From an optimization exercise on the open Yosys and OpenROAD flow, aimed at small area and few clock cycles; shortcuts taken in it are not production practice. Only simulation tests tie the RTL to the original design; equivalence was not proved. Power figures rest on the tool's default switching activity, not on a simulated workload.

Design Apply, start of the top module:
module Apply (
		input wire [29:0] f,
		input wire [29:0] g,
		input wire [(2-1):0]  typeIn,
		input wire valid,
		input wire negate,
		input [2:0] index,
		output wire applyBusy,
		output wire simpleCaseHit,
		output wire [29:0] simpleCaseResult,
		output wire [29:0] fn,
		output wire [29:0] fnv,
		output wire [29:0] gn,
		output wire [29:0] gnv,
		output wire quantifyOut,
		output wire [29:0] outF,
		output wire [29:0] outG,
		output wire [(2-1):0] outType,
		output wire [10-1:0] topOut,
		output wire validOut,
		output wire negateOut,
		input wire applyBusyIn,
		output wire [2:0] outIndex,
		input wire insertValueIntoSimpleCache,
		input wire [18-1:0] simpleCacheIndex,
		input wire [2-1:0] simpleCacheValue,
		input wire [15:0] avs_config_address,
		input wire avs_config_write,
		input wire [31:0] avs_config_writedata,
		input wire avs_config_read,
		output wire [31:0] avs_config_readdata,
		output wire avs_config_readdatavalid,
		output wire avs_config_waitrequest,
		output reg [127:0] aso_var_request_data,
		input wire aso_var_request_ready,
		output reg aso_var_request_valid,
		output reg [127:0] aso_node_request_data,
		input wire aso_node_request_ready,
		output reg aso_node_request_valid,
		output reg [127:0] aso_cache_request_data,
		input wire aso_cache_request_ready,
		output reg aso_cache_request_valid,
		input wire [95:0] asi_result_data,
		input wire [1:0] asi_result_channel,
		output wire asi_result_ready,
		input wire asi_result_valid,
		input wire [15:0] asi_var_data,
		output wire asi_var_ready,
		input wire asi_var_valid,
		input wire clk,
		input wire reset
	);
Settings: LEC_CHECK=0, CAP_MARGIN=20, CORE_MARGIN=2, CORE_UTILIZATION=40, CTS_BUF_LIST=sky130_fd_sc_hd__clkbuf_16, CTS_CLUSTER_DIAMETER=100, CTS_CLUSTER_SIZE=24, PLACE_DENSITY=0.6, SLEW_MARGIN=20; clock period 10.0 ns.
run.sh (not shown) runs the stock make flow with config.mk's settings and CLKGATE_MAP_FILE= SYNTH_SCRIPT=/design/flow/synth_recipe.tcl, a recipe that flattens the netlist after the stock synthesis.
Testbench counts at the start, summed over its fixed seeds: cycles 11,857.
Edit:
--- a/flow/design.v
+++ b/flow/design.v
@@ -556,23 +556,22 @@
 wire sFF [0:NSLOT-1];
 wire sFG [0:NSLOT-1];
 wire sTB [0:NSLOT-1];             
 wire sQ [0:NSLOT-1];
 wire sHit [0:NSLOT-1];            
 wire sHitC [0:NSLOT-1];           
 wire sAlloc [0:NSLOT-1];
 wire sVDone [0:NSLOT-1];
 wire sPDone [0:NSLOT-1];
 wire sCPend [0:NSLOT-1];
 reg [LN-1:0] tail, head, pvp;
-wire cAns = asi_result_valid & (asi_result_channel == 2'b10);
 localparam [29:0] ZERO = 30'h3fffffff;
 localparam [29:0] ONE = 30'h3ffffffe;
 reg s1v, s1st;
 reg [29:0] s1f, s1g;
 reg [(2-1):0] s1ty;
 reg s1neg;
 reg [2:0] s1idx;
 wire eqFZ = (s1f == ZERO);
 wire eqGZ = (s1g == ZERO);
 wire eqFO = (s1f == ONE);
 wire eqGO = (s1g == ONE);
@@ -627,29 +626,29 @@
 	s1done = 1'b0;
 	aso_var_request_valid = 1'b0;
 	aso_var_request_data = 0;
 	aso_var_request_data[2:0] = 3'b010;
 	aso_var_request_data[31:3] = s1st ? s1_finalG[29:1] : s1_finalF[29:1];
 	if(s1v)
 	begin
 		if(!s1st)
 		begin
 			if(s1_hit)
 			begin
-				s1push = !robFull & !cAns;
-				s1done = !robFull & !cAns;
+				s1push = !robFull;
+				s1done = !robFull;
 			end
 			else
 			begin
-				aso_var_request_valid = !robFull & !cAns;
-				if(aso_var_request_ready & !robFull & !cAns)
+				aso_var_request_valid = !robFull;
+				if(aso_var_request_ready & !robFull)
 				begin
 					s1push = 1'b1;
 					s1done = !s1_need2;
 				end
 			end
 		end
 		else
 		begin
 			aso_var_request_valid = 1'b1;
 			s1done = aso_var_request_ready;
 		end
@@ -709,22 +708,23 @@
 	begin
 		tq[tqTail] <= {s1_need2, tail};
 		tqTail <= tqTail + 1'b1;
 	end
 	if(reset)
 	begin
 		vFirst <= 1'b0;
 		tqHead <= 0;
 		tqTail <= 0;
 	end
 end
+wire cAns = asi_result_valid & (asi_result_channel == 2'b10);
 wire [LN-1:0] cSlot;
 wire [LN-1:0] rdSlot = cAns ? cSlot : pvp;
 wire pValid = sAlloc[pvp] & !sPDone[pvp] & !cAns;
 wire [29:0] pF = sF[rdSlot];
 wire [29:0] pG = sG[rdSlot];
 wire [(2-1):0] pTy1 = sTy[rdSlot];
 wire pTB = sTB[rdSlot];
 wire pQ = sQ[rdSlot];
 wire pFF = sFF[rdSlot];
 wire pFG = sFG[rdSlot];
 wire pHit3 = (pTy1 == 1) & pTB;
@@ -806,23 +806,22 @@
 	begin
 		pvp <= 0;
 		pEval <= 1'b0;
 		pCDone <= 1'b0;
 		pNFDone <= 1'b0;
 		pNGDone <= 1'b0;
 		cqHead <= 0;
 		cqTail <= 0;
 	end
 end
 assign cSlot = cq[cqHead];
-wire [29:0] fBus = cAns ? asi_result_data[93:64] : (s1_hit ? s1_result : s1_finalF);
 wire cEqual = (pF == asi_result_data[29:0]) & (pG == asi_result_data[61:32]) &
               (pTy == asi_result_data[95:94]) & (pQ == asi_result_data[30]);
 wire nAns = asi_result_valid & (asi_result_channel == 2'b01);
 reg [59:0] nBuf [0:ND-1];
 reg [LD-1:0] nHead, nTail;
 reg [LD:0] nCount;      
 always @(posedge clk)
 begin
 	if(nAns)
 	begin
 		nBuf[nTail] <= {asi_result_data[61:32], asi_result_data[29:0]};
@@ -906,23 +905,23 @@
 	assign sQ[i] = rQ;
 	assign sHit[i] = rHit;
 	assign sHitC[i] = rHitC;
 	assign sAlloc[i] = rAlloc;
 	assign sVDone[i] = rVDone;
 	assign sPDone[i] = rPDone;
 	assign sCPend[i] = rCPend;
 	always @(posedge clk)
 	begin
 		if(pushHere)
 		begin
-			rF <= fBus;
+			rF <= s1_hit ? s1_result : s1_finalF;
 			rG <= s1_finalG;
 			rTy <= s1_type;
 			rNeg <= s1neg;
 			rIdx <= s1idx;
 			rHit <= s1_hit;
 			rHitC <= 1'b0;
 			rVDone <= 1'b0;
 			rPDone <= 1'b0;
 			rCPend <= 1'b0;
 			rTB <= 1'b0;
 			rAlloc <= 1'b1;
@@ -938,22 +937,22 @@
 		end
 		if(pFirst & (pvp == i))
 			rCPend <= pNeedC;
 		if(pAdvance & (pvp == i))
 			rPDone <= 1'b1;
 		if(cacheHere)
 		begin
 			rCPend <= 1'b0;
 			if(cEqual)
 			begin
 				rHitC <= 1'b1;
-				rF <= fBus;
+				rF <= asi_result_data[93:64];
 			end
 		end
 		if(deliver & (head == i))
 			rAlloc <= 1'b0;
 		if(reset)
 			rAlloc <= 1'b0;
 	end
 end
 endgenerate
 endmodule
Effect:
- The new run finished with timing, DRC and antenna clean
- fmax rose by about 3.6%
- worst hold slack is worse by 7.1 ps
- synthesized area goes up by about 3%
- sequential power is about the same
- via count went up by about 3.3%
- clock power goes up by about 4.7%
- register-to-register slack is better by 360 ps
- die area climbs by about 3%
- power barely changes
- wire length increases by about 1.5%
- worst setup slack is better by 320 ps
Testbench counts after the change, summed over its fixed seeds: cycles 11,869.

## afterwards: timing with drivers on the ports
No port has a modelled driver above. Below, the same layouts with a new extraction and two added sets of constraints. Step 1, drivers: a clkbuf_16 drives clk and a buf_2 each remaining input, both assumed. Step 2 times the ports against the registers' clock, not the clock port: input delays grow and output delays shrink by t, the midpoint of the rising clock arrivals with the driver on. Three values: ideal ports, drivers, drivers and shift; two values: the first two.
run	t (ns)	setup slack, ns	worst setup path at the end
the first run	0.900	0.672 / 0.743 / -0.158	input to register
the second run	0.911	0.994 / 0.963 / 0.187	input to register
Met with ideal ports but missed after step 2: setup timing in the first run. The setup slack of the first run, which loses most, moves by +0.071 ns with the drivers and by -0.830 ns with both steps.
